This design comes from an exercise in tuning for small area on the open sky130 flow, not from production work. Function was checked by simulation only, so behaviour that the tests miss may differ from the original. Power and IR drop assume default switching activity.

## run 1
Design cpu, start of the top module:
module cpu #( parameter n = 8, Isize = 24, Psize = 6)
(input logic clk,
  input logic reset,                
  input logic [n:0] SW,             
  input logic [Isize-1:0] I,        
  output logic [Psize-1:0] PC,      
  output logic [n-1:0] LED);
Size: roughly 790 cells after synthesis, about 250 flip-flops, roughly 0.011 mm2 of cells after synthesis.
export LEC_CHECK = 0
export CAP_MARGIN = 20
export CORE_MARGIN = 2
export CORE_UTILIZATION = 40
export SLEW_MARGIN = 20
export SYNTH_HIERARCHICAL = 1
create_clock -name core_clock -period 10.0 [get_ports {clk}]
standard.sh (not shown) runs the stock make flow with config.mk's settings and CLKGATE_MAP_FILE= SYNTH_SCRIPT=/design/flow/synth_recipe.tcl, a recipe that flattens the netlist after the stock synthesis.
==> flow/flow/run.sh <==
#!/bin/bash
# Layout flow: the standard ORFS flow (standard.sh) with
#  - a smaller clock tree: clkbuf_8/16 buffers on larger sink clusters, no dummy loads
#  - port buffers of the smallest buffer cell
#  - after floorplan, every combinational gate set to its smallest drive
#    strength (downsize.tcl); repair steps then size up what timing needs
# The make output goes to standard.log; ORFS writes each step's log under orfs/logs.
set -euo pipefail
export CTS_ARGS="-sink_clustering_enable -repair_clock_nets -dont_use_dummy_load -buf_list {sky130_fd_sc_hd__clkbuf_8 sky130_fd_sc_hd__clkbuf_16} -sink_clustering_size 30 -sink_clustering_max_diameter 100"
export BUFFER_PORTS_ARGS="-buffer_cell sky130_fd_sc_hd__buf_1"
export POST_FLOORPLAN_TCL="$PWD/flow/downsize.tcl"
bash standard.sh > standard.log 2>&1
==> flow/flow/downsize.tcl <==
# Post-floorplan hook: synthesis (ABC) sizes gates for a far tighter delay target
# than the clock needs; put every combinational gate back to its smallest drive
# strength of the same function.  Later repair steps (repair_design, repair_timing)
# size up or buffer what the real loads and timing need.
set block [ord::get_db_block]
set db [ord::get_db]
set count 0
set saved 0.0
foreach inst [$block getInsts] {
  set m [$inst getMaster]
  set name [$m getName]
  if {![regexp {^(sky130_fd_sc_hd__[a-z0-9]+)_([0-9]+)$} $name -> base size]} { continue }
  if {$size <= 1} { continue }
  # keep flip-flops, tie cells and anything clock-specific as they are
  if {[regexp {df|dl|edf|sdf|conb|clk|tap|fill|decap|diode} $base]} { continue }
  set small [$db findMaster ${base}_1]
  if {$small == "NULL" || $small == ""} { continue }
  set da [expr {[$m getWidth] - [$small getWidth]}]
  if {$da <= 0} { continue }
  replace_cell [$inst getName] ${base}_1
  incr count
  set saved [expr {$saved + $da * [$m getHeight] / 1e6}]
}
puts "downsize: $count instances set to drive strength 1, [format %.1f $saved] um^2 saved"
Changes in run 2 relative to run 1:
- changing CORE_UTILIZATION from 40 to 55
--- a/flow/flow/run.sh
+++ b/flow/flow/run.sh
@@ -3 +3 @@
-#  - a smaller clock tree: clkbuf_8/16 buffers on larger sink clusters, no dummy loads
+#  - a smaller clock tree: clkbuf_8 buffers on clusters of up to 18 sinks, no dummy loads
@@ -9 +9 @@
-export CTS_ARGS="-sink_clustering_enable -repair_clock_nets -dont_use_dummy_load -buf_list {sky130_fd_sc_hd__clkbuf_8 sky130_fd_sc_hd__clkbuf_16} -sink_clustering_size 30 -sink_clustering_max_diameter 100"
+export CTS_ARGS="-sink_clustering_enable -repair_clock_nets -dont_use_dummy_load -buf_list {sky130_fd_sc_hd__clkbuf_8} -sink_clustering_size 18 -sink_clustering_max_diameter 70"
Results
- As of run 2, layout buffer count excluding clock buffers had fallen by a little under 10% compared to run 1.
- Diff run 1 -> run 2 | post-place instance area | down slightly
- Est. power | run 2 vs run 1 | run 2 lower
- The setup slack after layout in run 2 sits 0.016 ns below the value recorded for run 1.
- As of run 2, power density relative to cell area had fallen slightly compared to run 1.
- Clock network latency to the later pin of the worst-skew pair in run 2 vs run 1: up 0.04 ns
- Re global-route total usage across every layer: run 1 and run 2 aren't equal, and the lower value belongs to run 1.
Modified inputs, run 3 compared to run 2
- CORE_UTILIZATION now 40, was 55
Findings:
Run 3 finished all stages; the layout is clean. Run 2 -> run 3: wire length of the first global-routing pass decreased slightly. Top achievable clock speed across run 2 and run 3: no real change. Compared with run 2, run 3 degrades core area. Diff run 2 -> run 3 | setup slack | increase of 0.0075 ns. Design area: run 3 worse than run 2. Run 3 contains fewer vias than run 2. The final clock period utilization by the worst path on run 3 is in line with that on run 2.

---

Setup of run C:
Another version of the RTL of cpu (not shown whole).
For scale: about 770 cells after synthesis, ~250 flip-flops, ~49 I/O pins.
==> flow/design.v (excerpt) <==
module cpu #( parameter n = 8, Isize = 24, Psize = 6)
(input logic clk,
  input logic reset,                
  input logic [n:0] SW,             
  input logic [Isize-1:0] I,        
  output logic [Psize-1:0] PC,      
  output logic [n-1:0] LED);
==> flow/config.mk <==
export PLATFORM = sky130hd
export DESIGN_NAME = cpu
export DESIGN_NICKNAME = cpu
export VERILOG_FILES = /design/flow/design.v
export SDC_FILE = /design/flow/constraint.sdc
export NUM_CORES = 4
export LEC_CHECK = 0
export CAP_MARGIN = 20
export CORE_MARGIN = 2
export CORE_UTILIZATION = 65
export SLEW_MARGIN = 20
export SYNTH_HIERARCHICAL = 1
==> flow/constraint.sdc <==
create_clock -name core_clock -period 10.0 [get_ports {clk}]
set_input_delay 2.0000 -clock core_clock [delete_from_list [all_inputs] [get_ports {clk}]]
set_output_delay 2.0000 -clock core_clock [all_outputs]
set_load 0.01 [all_outputs]
==> flow/flow/run.sh <==
#!/bin/bash
# Layout flow: the standard ORFS flow (standard.sh) with
#  - a smaller clock tree: clkbuf_8 buffers on clusters of up to 18 sinks, no dummy loads
#  - port buffers of the smallest buffer cell
#  - after floorplan, every combinational gate set to its smallest drive
#    strength (downsize.tcl); repair steps then size up what timing needs
# The make output goes to standard.log; ORFS writes each step's log under orfs/logs.
set -euo pipefail
export CTS_ARGS="-sink_clustering_enable -repair_clock_nets -dont_use_dummy_load -buf_list {sky130_fd_sc_hd__clkbuf_8} -sink_clustering_size 18 -sink_clustering_max_diameter 70"
export BUFFER_PORTS_ARGS="-buffer_cell sky130_fd_sc_hd__buf_1"
export POST_FLOORPLAN_TCL="$PWD/flow/downsize.tcl"
bash standard.sh > standard.log 2>&1
Scripts as last shown in full above: flow/flow/downsize.tcl
Run C: no failed stages, no open violations at the end
Input changes introduced in run A (baseline for comparison: run C):
- CORE_UTILIZATION changed from 65 to 55
==> flow/flow/run.sh <==
#!/bin/bash
# Layout flow: the standard ORFS flow (standard.sh) with
#  - a smaller clock tree: clkbuf_8 buffers on clusters of up to 16 sinks, no dummy loads
#  - port buffers of the smallest buffer cell
#  - after floorplan, every combinational gate set to its smallest drive
#    strength (downsize.tcl); repair steps then size up what timing needs
# The make output goes to standard.log; ORFS writes each step's log under orfs/logs.
set -euo pipefail
export CTS_ARGS="-sink_clustering_enable -repair_clock_nets -dont_use_dummy_load -buf_list {sky130_fd_sc_hd__clkbuf_8} -sink_clustering_size 16 -sink_clustering_max_diameter 70"
export BUFFER_PORTS_ARGS="-buffer_cell sky130_fd_sc_hd__buf_1"
export POST_FLOORPLAN_TCL="$PWD/flow/downsize.tcl"
bash standard.sh > standard.log 2>&1
## What came out
In run A relative to run C, die area had gone up by more than 10%.
Looking only at core utilization, and setting everything else aside, the lower value of run C and run A goes to run A.
Looking at clock network power share, run A sits 0.7 points above run C.
NOTE total power run C->run A increased slightly
Number of clock buffers in the layout on run A is up relative to run C.
In the flow results for run C and run A, the layout overhead on the synthesized area is larger on run A.
As far as ratio of total power to cell area is concerned, run A and run C perform about the same.

## afterwards: timing with drivers on the ports
In the flow no input, the clock included, has a driving cell. The finished layouts below were timed again as built, in two steps.
Step 1, drivers: a clkbuf_16 drives clk and a buf_2 each remaining input, both assumed.
Step 2 times the ports against the registers' clock, not the clock port: input delays grow and output delays shrink by t, the midpoint of the rising clock arrivals with the driver on.
a / b / c = ideal ports / drivers / drivers and shift; a / b = the first two.
run | t (ns) | slack for setup (ns) | latest minus earliest clock arrival (ns) | worst data-port slew with drivers (ns) | cell pins on the clock port's net
run 1 | 0.530 | 0.704 / 0.608 / 0.608 | 0.049 / 0.049 | 0.09 | 1
run 2 | 0.562 | 0.688 / 0.617 / 0.617 | 0.070 / 0.070 | 0.08 | 1
run 3 | 0.585 | 0.696 / 0.600 / 0.600 | 0.049 / 0.049 | 0.09 | 1
run C | 0.556 | 0.944 / 0.897 / 0.897 | 0.043 / 0.043 | 0.06 | 1
run A | 0.580 | 0.799 / 0.728 / 0.728 | 0.043 / 0.043 | 0.07 | 1
After both steps every run listed still meets setup and hold.
